From an optimization exercise on the open Yosys and OpenROAD flow, aimed at small area, a short achievable clock period and few clock cycles; shortcuts taken in it are not production practice.
The RTL was checked by simulation tests, not by an equivalence proof against the original design.
Power is estimated from default activity; no workload was simulated.

File: flow/constraint.sdc
create_clock -name core_clock -period 10.0 [get_ports {clk}]
set_input_delay 2.0000 -clock core_clock [delete_from_list [all_inputs] [get_ports {clk}]]
set_output_delay 2.0000 -clock core_clock [all_outputs]
set_load 0.01 [all_outputs]
File: flow/standard.sh
#!/bin/bash
# synth_recipe.tcl (not shown) runs the flow's synth.tcl, then flattens the netlist and writes it again
# the make line also repeats each setting of config.mk as NAME=value (left out here)
make -C /OpenROAD-flow-scripts/flow DESIGN_CONFIG=/design/flow/config.mk WORK_HOME=/design/flow/orfs CLKGATE_MAP_FILE= SYNTH_SCRIPT=/design/flow/synth_recipe.tcl "${@:-finish}"
File: flow/flow/margin.txt
6
File: flow/design.v
module ALU (
    input      [19:0] input1,
    input      [19:0] input2,
    input      [4:0]  op,
    output reg [19:0] aluOutput
);
    wire [19:0] sum  = input1 + (op[1] ? ~input2 : input2) + {19'b0, op[1]};
    wire [19:0] shl  = input1 << input2[4:0];
    always @(*) begin
        aluOutput = ({20{op[0] | op[1]}} & sum)
                  | ({20{op[2]}} & (input1 | input2))
                  | ({20{op[3]}} & ~(input1 & input2))
                  | ({20{op[4]}} & shl);
    end
endmodule
module RegisterFile (
    input             clock,
    input             writeEnable,
    input      [3:0]  writeRegister,
    input      [19:0] WriteData,
    input      [3:0]  ReadRegister1,
    input      [3:0]  ReadRegister2,
    output     [19:0] ReadData1,
    output     [19:0] ReadData2
);
    reg [19:0] registers [0:15];
    always @(posedge clock) begin
        if (writeEnable)
            registers[writeRegister] <= WriteData;
    end
    assign ReadData1 = registers[ReadRegister1];
    assign ReadData2 = registers[ReadRegister2];
endmodule
module ProgramCounter (
    input             clock,
    input             reset,
    input             branch,
    input             enableJump,
    input      [11:0] branchAddress,
    input      [11:0] JumpAddress,
    output reg [11:0] pcOut
);
    always @(posedge clock or posedge reset) begin
        if (reset)
            pcOut <= 12'b0;
        else if (branch)
            pcOut <= branchAddress;
        else if (enableJump)
            pcOut <= JumpAddress;
        else
            pcOut <= pcOut + 12'd1;
    end
endmodule
module cpu20 (
    input             clk,
    input             reset,
    output     [11:0] imem_addr,
    input      [19:0] imem_data,
    output reg [10:0] dmem_addr,
    output     [19:0] dmem_wdata,
    output reg        dmem_we,
    input      [19:0] dmem_rdata,
    output reg        halted
);
    wire [19:0] instr  = imem_data;
    wire [4:0]  opcode = instr[19:15];
    wire [11:0] pc_f;
    wire f_rtype  = (opcode <= 5'd4);
    wire f_itype  = (opcode >= 5'd5) && (opcode <= 5'd9);
    wire f_ld     = (opcode == 5'd10);
    wire f_st     = (opcode == 5'd11);
    wire f_jump   = (opcode == 5'd12);
    wire f_br     = (opcode >= 5'd13) && (opcode <= 5'd17);
    reg [4:0] f_aluop;
    always @(*) begin
        case (opcode)
            5'd0, 5'd5: f_aluop = 5'b00001;
            5'd1, 5'd8: f_aluop = 5'b00010;
            5'd2, 5'd6: f_aluop = 5'b00100;
            5'd3, 5'd7: f_aluop = 5'b01000;
            5'd4, 5'd9: f_aluop = 5'b10000;
            default:    f_aluop = 5'b00000;
        endcase
    end
    reg [2:0] f_cond;    
    always @(*) begin
        case (opcode)
            5'd13:   f_cond = 3'b001;    
            5'd14:   f_cond = 3'b010;    
            5'd15:   f_cond = 3'b100;    
            5'd16:   f_cond = 3'b011;    
            5'd17:   f_cond = 3'b101;    
            default: f_cond = 3'b000;
        endcase
    end
    wire [3:0] f_rs1 = (f_st | f_br) ? instr[14:11] : instr[10:7];
    wire [3:0] f_rs2 = f_br ? instr[10:7] : instr[6:3];
    wire       f_halt = f_jump && (instr[10:0] == pc_f[10:0]) && !pc_f[11];
    reg [3:0]  x_rs1, x_rs2, x_rd;
    reg [6:0]  x_imm;
    reg        x_useimm, x_ld;
    reg [4:0]  x_aluop;
    reg        x_wen;        
    reg [2:0]  x_cond;       
    wire taken;
    always @(posedge clk or posedge reset) begin
        if (reset) begin
            x_wen   <= 1'b0;
            x_cond  <= 3'b000;
            dmem_we <= 1'b0;
            halted  <= 1'b0;
        end else begin
            x_wen   <= (f_rtype | f_itype | f_ld) & ~taken;
            x_cond  <= f_cond & {3{~taken}};
            dmem_we <= f_st & ~taken;
            if (f_halt & ~taken)
                halted <= 1'b1;
        end
    end
    always @(posedge clk) begin
        x_rs1     <= f_rs1;
        x_rs2     <= f_rs2;
        x_rd      <= instr[14:11];
        x_imm     <= instr[6:0];
        x_useimm  <= f_itype;
        x_ld      <= f_ld;
        x_aluop   <= f_aluop;
        dmem_addr <= instr[10:0];
    end
    wire [19:0] rdata1, rdata2, alu_out;
    wire [19:0] imm20   = {{13{x_imm[6]}}, x_imm};
    wire [19:0] wb_data = x_ld ? dmem_rdata : alu_out;
    RegisterFile rf (
        .clock(clk),
        .writeEnable(x_wen),
        .writeRegister(x_rd),
        .WriteData(wb_data),
        .ReadRegister1(x_rs1),
        .ReadRegister2(x_rs2),
        .ReadData1(rdata1),
        .ReadData2(rdata2)
    );
    ALU alu (
        .input1(rdata1),
        .input2(x_useimm ? imm20 : rdata2),
        .op(x_aluop),
        .aluOutput(alu_out)
    );
    wire equal = (rdata1 == rdata2);
    wire lower = ($signed(rdata1) < $signed(rdata2));
    wire greater = ~equal & ~lower;
    assign taken = (x_cond[0] & equal) | (x_cond[1] & lower) | (x_cond[2] & greater);
    wire [11:0] branch_target = pc_f + {{5{x_imm[6]}}, x_imm} - 12'd1;
    ProgramCounter pcu (
        .clock(clk),
        .reset(reset),
        .branch(taken),
        .enableJump(f_jump),
        .branchAddress(branch_target),
        .JumpAddress({1'b0, instr[10:0]}),
        .pcOut(pc_f)
    );
    assign imem_addr  = pc_f;
    assign dmem_wdata = rdata1;
endmodule
File: flow/config.mk
export PLATFORM = sky130hd
export DESIGN_NAME = cpu20
export DESIGN_NICKNAME = cpu20
export VERILOG_FILES = /design/flow/design.v
export SDC_FILE = /design/flow/constraint.sdc
export NUM_CORES = 4
export LEC_CHECK = 0
export CAP_MARGIN = 20
export CORE_MARGIN = 2
export CORE_UTILIZATION = 40
export PLACE_DENSITY = 0.6
export SLEW_MARGIN = 20
File: flow/flow/run.sh
#!/bin/bash
# Standard synthesis, then the standard layout with repair_timing aiming for
# extra setup slack (a tighter internal target than the 10 ns clock).
set -euo pipefail
MARGIN=$(cat flow/margin.txt)
bash standard.sh synth > synth.log 2>&1
bash standard.sh SETUP_SLACK_MARGIN=$MARGIN finish > layout.log 2>&1
==> impl_metrics.py, run 1 <==
metrics = {
    "status": {
        "status": "no timing/DRC/antenna violations",
    },
    "timing": {
        "hold_viol_final": 0,
        "tightest_slew_ps": 989,
        "post-route-period-util": 0.472,
        "final_max_slew_viol_count": 0,
        "skew_ps": 22.9,
        "finalCriticalPeriod_ps": 4720,
        "rsz0062_at_grt": "yes",
        "setup_viol_count_final": 0,
        "setup_ws_ps": 5280,
        "relSlewSlack": 0.340,
        "tns_ps": 0,
        "max_freq_mhz": 212,
    },
    "place": {
        "gp_congestion": 0.929,
        "pre_cts_ws_ps": 3770,
        "dp_hpwl_um": 39200,
        "portBuffers": 86,
    },
    "logic_synthesis": {
        "synthCells": 1401,
        "synth_top_cells_by_count": "edfxtp_1 (320), mux4_2 (191), mux2i_1 (79), a21oi_1 (72), inv_1 (71)",
        "yosys.area.top_type": "edfxtp_1",
        "ys.flop_type": "edfxtp_1",
        "syn_area_per_cell_um2": 14.7,
        "ys_warn_count": 4,
        "yosysMostFrequentCell": "edfxtp_1",
        "synth_area_um2": 20600,
        "synthTopCellsByArea": "edfxtp_1 (47%), mux4_2 (21%), mux2i_1 (3.8%)",
        "ys_seq_area_frac": 0.517,
        "synth.distinct_cells": 68,
        "ys_seq_elements": 368,
        "synth_top_area_frac": 0.466,
        "postSynth.asyncResetShare": 0.0489,
        "synth_edf_count": 320,
        "synth_fp_nets": 1507,
    },
    "pwr": {
        "p_leak_nw": 9.97,
        "vdd_drop_max_mv": 0.134,
        "power_density_nw_per_um2": 199,
    },
    "setup_path": {
        "end_kind": "primary output",
        "required_ps": 8000,
        "critPathLaunchType": "flop",
        "r2r_setup_slack_ps": 5300,
        "reg2reg_to": "pcu.pcOut[4]",
        "cp.arrival_ps": 2720,
        "worst-setup-path-type": "reg -> out",
        "cp_max_fo": 5,
        "r2r_cells": 18,
        "endpoint": "dmem_wdata[6]",
    },
    "clocking": {
        "cts_inserted_buffers": 40,
        "worstSkewPairLatency_ps": 570,
        "clock-sinks": 368,
        "clock_path_buffers": 3,
        "htreeDepth": 2,
        "cts_hold_buf": 0,
        "cts_tree": "done",
        "clk_pin_slew_ps": 60,
        "cts_root_buf": "clkbuf_16",
    },
    "drt": {
        "post_drt_wl_per_cell_um": 29.6,
        "vias": 14900,
        "drt_first_pass_iters": 6,
        "drt_iter0_markers": 1903,
        "remaining_drc_errors": 0,
        "wirelength_um": 70900,
        "drt-vias-per-instance": 6.21,
        "drtAntennaViolNets": 0,
    },
    "final_layout": {
        "final_nets": 1794,
        "syn2layout_area_growth_pct": 33.3,
        "drive_gt1_frac": 0.407,
        "diodes": 0,
    },
    "global_routing": {
        "grt_pass1_wl_um": 99100,
        "grt_max_degree": 51,
        "grt_pass1_vias": 14300,
        "antenna_found_initial": 2,
        "grt-ovfl-total": 0,
        "grt_usage": 0.257,
    },
    "die": {
        "rows": 83,
        "dieHeight_um": 231,
        "start_util": 0.404,
        "die_area_um2": 53400,
        "ios": 87,
        "die_w_um": 231,
        "core_area_um2": 51100,
    },
    "worst_hold_path": {
        "hp-class": "reg -> reg",
    },
    "run": {
        "max_cap_viol_count": 0,
    },
}
==> layer usage <==
metal  GRT usage  part of all wire  vias to the layer above
met1       0.349              0.40                     7705
met2       0.417              0.47                      832
li1            -                 -                     6203
met4      0.0782             0.033                        0
met3      0.0549             0.095                      149
met5           0                 0                        -
==> critical path, stage by stage, from the launching register on <==
cell and delay [ps]:
dfxtp_4 380, buf_6 120, buf_12 110, buf_16 120, mux4_2 480, mux4_2 560, buf_6 160, buf_6 120
buf_6 110
==> through the flow <==
step	cell area (um2)	hold slack, ps	total power [mW]	util	std cells
floorplan	21000	513	2.94	-	1401
global placement	22500	484	3.35	0.440	2119
detailed placement	22500	483	3.37	0.440	2119
CTS	26300	506	5.22	0.514	2333
global route	27500	527	5.68	0.538	2397
finish	27500	506	5.46	0.538	2397
==> final cells by class <==
class	count	area, um2
fill	4051	23600
inverter	72	270
multi-input combinational	893	10800
sequential	368	10700
tap	680	851
clock inverter	19	231
timing repair buffer	313	3610
clock buffer	52	1070
==> cells in the final DEF (no fill, tap or decap), drive strengths merged, types with 6 or more instances in the layout <==
cell / count
xor2: 26
or3: 6
nand3: 20
o21ai: 52
dfrtp: 18
a21o: 17
buf: 240
nand3b: 6
clkdlybuf4s50: 66
clkbuf: 56
mux2: 33
nor2: 68
o32a: 6
inv: 75
nand4: 7
mux4: 191
nand2: 57
nand2b: 19
nor3: 27
a31oi: 9
dfxtp: 30
a21oi: 75
xnor2: 40
edfxtp: 320
mux2i: 83
clkinv: 9
a211oi: 7
nor2b: 6
ha: 62
==> worst min path at each step <==
stage | cells past startpoint | to | slack [ps] | from
after global routing | 1 | halted | 530 | halted
after global placement | 1 | halted | 480 | halted
final | 1 | halted | 510 | halted
after floorplan | 1 | halted | 510 | halted
after CTS | 1 | halted | 510 | halted
after detailed placement | 1 | halted | 480 | halted
==> cells by family (layout without fill, tap and decap cells) <==
| kind of cell | Yosys count | count (layout) | synth area share |
|---|---|---|---|
| flops | 368 | 368 | 0.517 |
| mux | 304 | 307 | 0.267 |
| compound gates | 206 | 216 | 0.0618 |
| fa+ha+maj | 65 | 65 | 0.0400 |
| buf+inv | 154 | 456 | 0.0311 |
| xor+xnor | 66 | 66 | 0.0280 |
| simple gates | 238 | 239 | 0.0555 |
==> repair_timing <==
action / CTS / global route
hold endpoints to repair: 0 / 0
resized for setup: 277 / 121
gates cloned: 26 / 6
buffers inserted: 117 / 58
setup endpoints to repair: 358 / 310
pin swaps: 37 / 49
==> power breakdown <==
group / switching (mW) / total (mW) / internal, mW
Clock: 0.611 / 1.50 / 0.884
Sequential: 0.0729 / 1.85 / 1.78
Combinational: 1.08 / 2.11 / 1.03
Total: 1.77 / 5.46 / 3.70
==> state kept, by name (all words and copies together), names as in the netlist, named ones only <==
signal,count
halted,1
x_wen,1
dmem_addr,5
x_imm,6
pcu.pcOut,12
rf.registers,320
dmem_we,1
x_ld,1
x_useimm,1
x_cond,3
x_aluop,5
x_rd,4
Testbench counts, summed over its fixed seeds: cycles 76,491.
==> run 2, diff against run 1 <==
==> flow/run.sh (new file) <==
#!/bin/bash
# synth_recipe.tcl (not shown) runs the flow's synth.tcl, then flattens the netlist and writes it again
# the make line also repeats each setting of config.mk as NAME=value (left out here)
make -C /OpenROAD-flow-scripts/flow DESIGN_CONFIG=/design/flow/config.mk WORK_HOME=/design/flow/orfs CLKGATE_MAP_FILE= SYNTH_SCRIPT=/design/flow/synth_recipe.tcl finish
removed: flow/flow/run.sh
removed: flow/flow/margin.txt
removed: flow/standard.sh
==> impl_metrics.py, run 2 <==
metrics = {
    "clocking": {
        "cts_tree": "done",
        "cts_resized": 0,
        "htreeDepth": 2,
        "cts_setup_buffers": 0,
        "worstSkewPairLatency_ps": 560,
        "clock-sinks": 368,
        "cts_root_buf": "clkbuf_16",
        "clk_pin_slew_ps": 60,
        "cts_hold_buf": 0,
        "clock_path_buffers": 3,
        "cts_inserted_buffers": 38,
    },
    "drt": {
        "wirelength_um": 58700,
        "remaining_drc_errors": 0,
        "drt-vias-per-instance": 6.03,
        "post_drt_wl_per_cell_um": 26.8,
        "drt_iter0_markers": 1722,
        "drtAntennaViolNets": 0,
        "drt_first_pass_iters": 5,
        "vias": 13200,
    },
    "timing": {
        "finalCriticalPeriod_ps": 6370,
        "setup_viol_count_final": 0,
        "setup_ws_ps": 3630,
        "tns_ps": 0,
        "rsz0062_at_grt": "no",
        "skew_ps": 25.9,
        "relSlewSlack": 0.280,
        "fin_hold_ws_ps": 481,
        "tightest_slew_ps": 1080,
        "max_freq_mhz": 157,
        "final_max_slew_viol_count": 0,
        "hold_viol_final": 0,
        "post-route-period-util": 0.637,
    },
    "worst_hold_path": {
        "hp-class": "reg -> reg",
        "hold_depth": 1,
        "hold_start": "halted",
        "hold_end": "halted",
    },
    "place": {
        "pre_cts_ws_ps": 3330,
        "post_dp_cell_area_um2": 22300,
        "dp_hpwl_um": 38300,
        "portBuffers": 86,
        "gp_congestion": 0.928,
    },
    "setup_path": {
        "required_ps": 10170,
        "end_kind": "flop",
        "critical-path-slowest-cell": "dfxtp_4",
        "cp_max_fo": 34,
        "r2r_setup_slack_ps": 3630,
        "cp.arrival_ps": 6540,
        "critPathLaunchType": "flop",
        "crit_top_cell": "mux4_2",
        "cp_top_family": "multiplexers",
        "r2r_cells": 15,
        "slowest_delay_ps": 800,
        "worst-setup-path-type": "reg -> reg",
        "reg2reg_to": "rf.registers[12][19]",
        "path_cells": "buf_4, mux4_2, mux4_2, mux2i_4, xnor2_1, ha_1, a21oi_1, nor2b_1, o21ai_0, nand2b_1, o41a_2, a21oi_2, o21a_1, mux2_1, a211o_1",
        "path_buf_inv": 1,
    },
    "global_routing": {
        "grt_pass1_wl_um": 87500,
        "grt_usage": 0.223,
        "grt_pass1_vias": 13400,
        "antenna_found_initial": 1,
        "grt_max_degree": 59,
        "grt-ovfl-total": 0,
    },
    "logic_synthesis": {
        "yosys.area.top_type": "edfxtp_1",
        "ys_seq_area_frac": 0.517,
        "synth_top_area_frac": 0.466,
        "synth.distinct_cells": 68,
        "yosysMostFrequentCell": "edfxtp_1",
        "synth_top_cells_by_count": "edfxtp_1 (320), mux4_2 (191), mux2i_1 (79), a21oi_1 (72), inv_1 (71)",
        "synthCells": 1401,
        "synth_area_um2": 20600,
        "ys_warn_count": 4,
        "synth_fp_nets": 1507,
        "ys.flop_type": "edfxtp_1",
        "synthTopCellsByArea": "edfxtp_1 (47%), mux4_2 (21%), mux2i_1 (3.8%)",
        "ys_seq_elements": 368,
        "postSynth.asyncResetShare": 0.0489,
        "syn_area_per_cell_um2": 14.7,
        "synth_edf_count": 320,
    },
    "final_layout": {
        "largest_reg_flops": 320,
        "final_nets": 1589,
        "final_common_cell": "edfxtp_1",
        "nFillCells": 4495,
        "final_cell_mix": "edfxtp_1 (320), mux4_2 (191), clkdlybuf4s50_1 (86)",
        "drive_gt1_frac": 0.232,
        "regMostFlops": "rf.registers",
        "reg_top3": "rf.registers: 320 flops, pcu.pcOut: 12 flops, x_imm: 6 flops",
        "syn2layout_area_growth_pct": 14.2,
        "diodes": 0,
        "fin_area_um2": 23600,
    },
    "status": {
        "status": "no timing/DRC/antenna violations",
    },
    "die": {
        "die_area_um2": 53400,
        "rows": 83,
        "ios": 87,
        "core_area_um2": 51100,
        "start_util": 0.404,
        "die_w_um": 231,
        "dieHeight_um": 231,
    },
    "pwr": {
        "power_density_nw_per_um2": 202,
        "vdd_drop_max_mv": 0.0928,
        "p_leak_nw": 8.29,
    },
    "run": {
        "max_cap_viol_count": 0,
    },
}
-- run 2: cell types whose count changed in the layout (fill, tap and decap cells not counted), sizes merged, moves of 2 or more --
cell           previous run  this run
a21oi                    75        73
o32a                      6         3
bufbuf                    3         0
o21ai                    52        50
clkbuf                   56        48
clkdlybuf4s50            66        86
clkinv                    9        11
buf                     240        37
mux2                     33        31
inv                      75        73
-- run 2: worst max path at each step --
stage	from	endpoint	slack [ps]	cells after the start
6_report	flop	rf.registers[12][19]	3630	15
3_3_place_gp	flop	rf.registers[4][11]	3500	15
3_5_place_dp	flop	rf.registers[4][11]	3330	15
2_1_floorplan	flop	pcu.pcOut[6]	4760	16
5_1_grt	flop	rf.registers[12][19]	3230	15
4_1_cts	flop	rf.registers[5][11]	3400	15
-- run 2: routing by layer --
layer | vias up | routed length [um] | GRT usage
li1 | 5731 | - | -
met1 | 6839 | 24200 | 0.299
met2 | 507 | 29000 | 0.378
met3 | 122 | 3530 | 0.0295
met4 | 0 | 1870 | 0.0736
met5 | - | 0 | 0
-- run 2: cell families after synthesis --
kind of cell,share of synthesized area
fa+ha+maj,0.0400
xor+xnor,0.0280
compound gates,0.0618
flops,0.517
simple gates,0.0555
buf+inv,0.0311
mux,0.267
-- run 2: cell type report --
type / count / area [um2] / share of cell area
tap: 680 / 851 / 0.0361
multi-input combinational: 879 / 9390 / 0.399
inverter: 72 / 270 / 0.0115
sequential: 368 / 10700 / 0.453
clock inverter: 18 / 215 / 0.00913
timing repair buffer: 124 / 1150 / 0.0486
clock buffer: 47 / 1010 / 0.0427
-- run 2: per-stage QoR --
step	total power [mW]	std cells	util
after floorplan	2.89	1401	-
after CTS	4.77	2187	0.461
after global placement	3.32	2122	0.437
final	4.75	2188	0.461
after global routing	4.98	2188	0.461
after detailed placement	3.34	2122	0.437
-- run 2: power breakdown --
| group | internal (mW) | total, mW | leakage [nW] | switching, mW |
|---|---|---|---|---|
| clock | 0.841 | 1.43 | 0.597 | 0.584 |
| sequential | 1.78 | 1.87 | 3.44 | 0.0847 |
| combinational | 0.646 | 1.46 | 4.25 | 0.814 |
| total | 3.27 | 4.75 | 8.29 | 1.48 |

separate check: timing with driven ports:
No port has a modelled driver above. Below, the same layouts with a new extraction and two added sets of constraints. Step 1, drivers: a clkbuf_16 drives clk and a buf_2 each remaining input, both assumed. Step 2 also shifts input and output timing later by t, the mid clock arrival at the registers, as if the neighbouring blocks saw the same clock. Three values: no drivers, after step 1, after step 2; two values: the first two.
| run | shift t [ns] | setup WS [ns] | worst slew at a driven data input, ns |
|---|---|---|---|
| run 1 | 0.617 | 5.277 / 5.215 / 5.302 | 0.07 |
| run 2 | 0.599 | 3.629 / 3.629 / 3.629 | 0.07 |
After both steps every run listed still meets setup and hold.
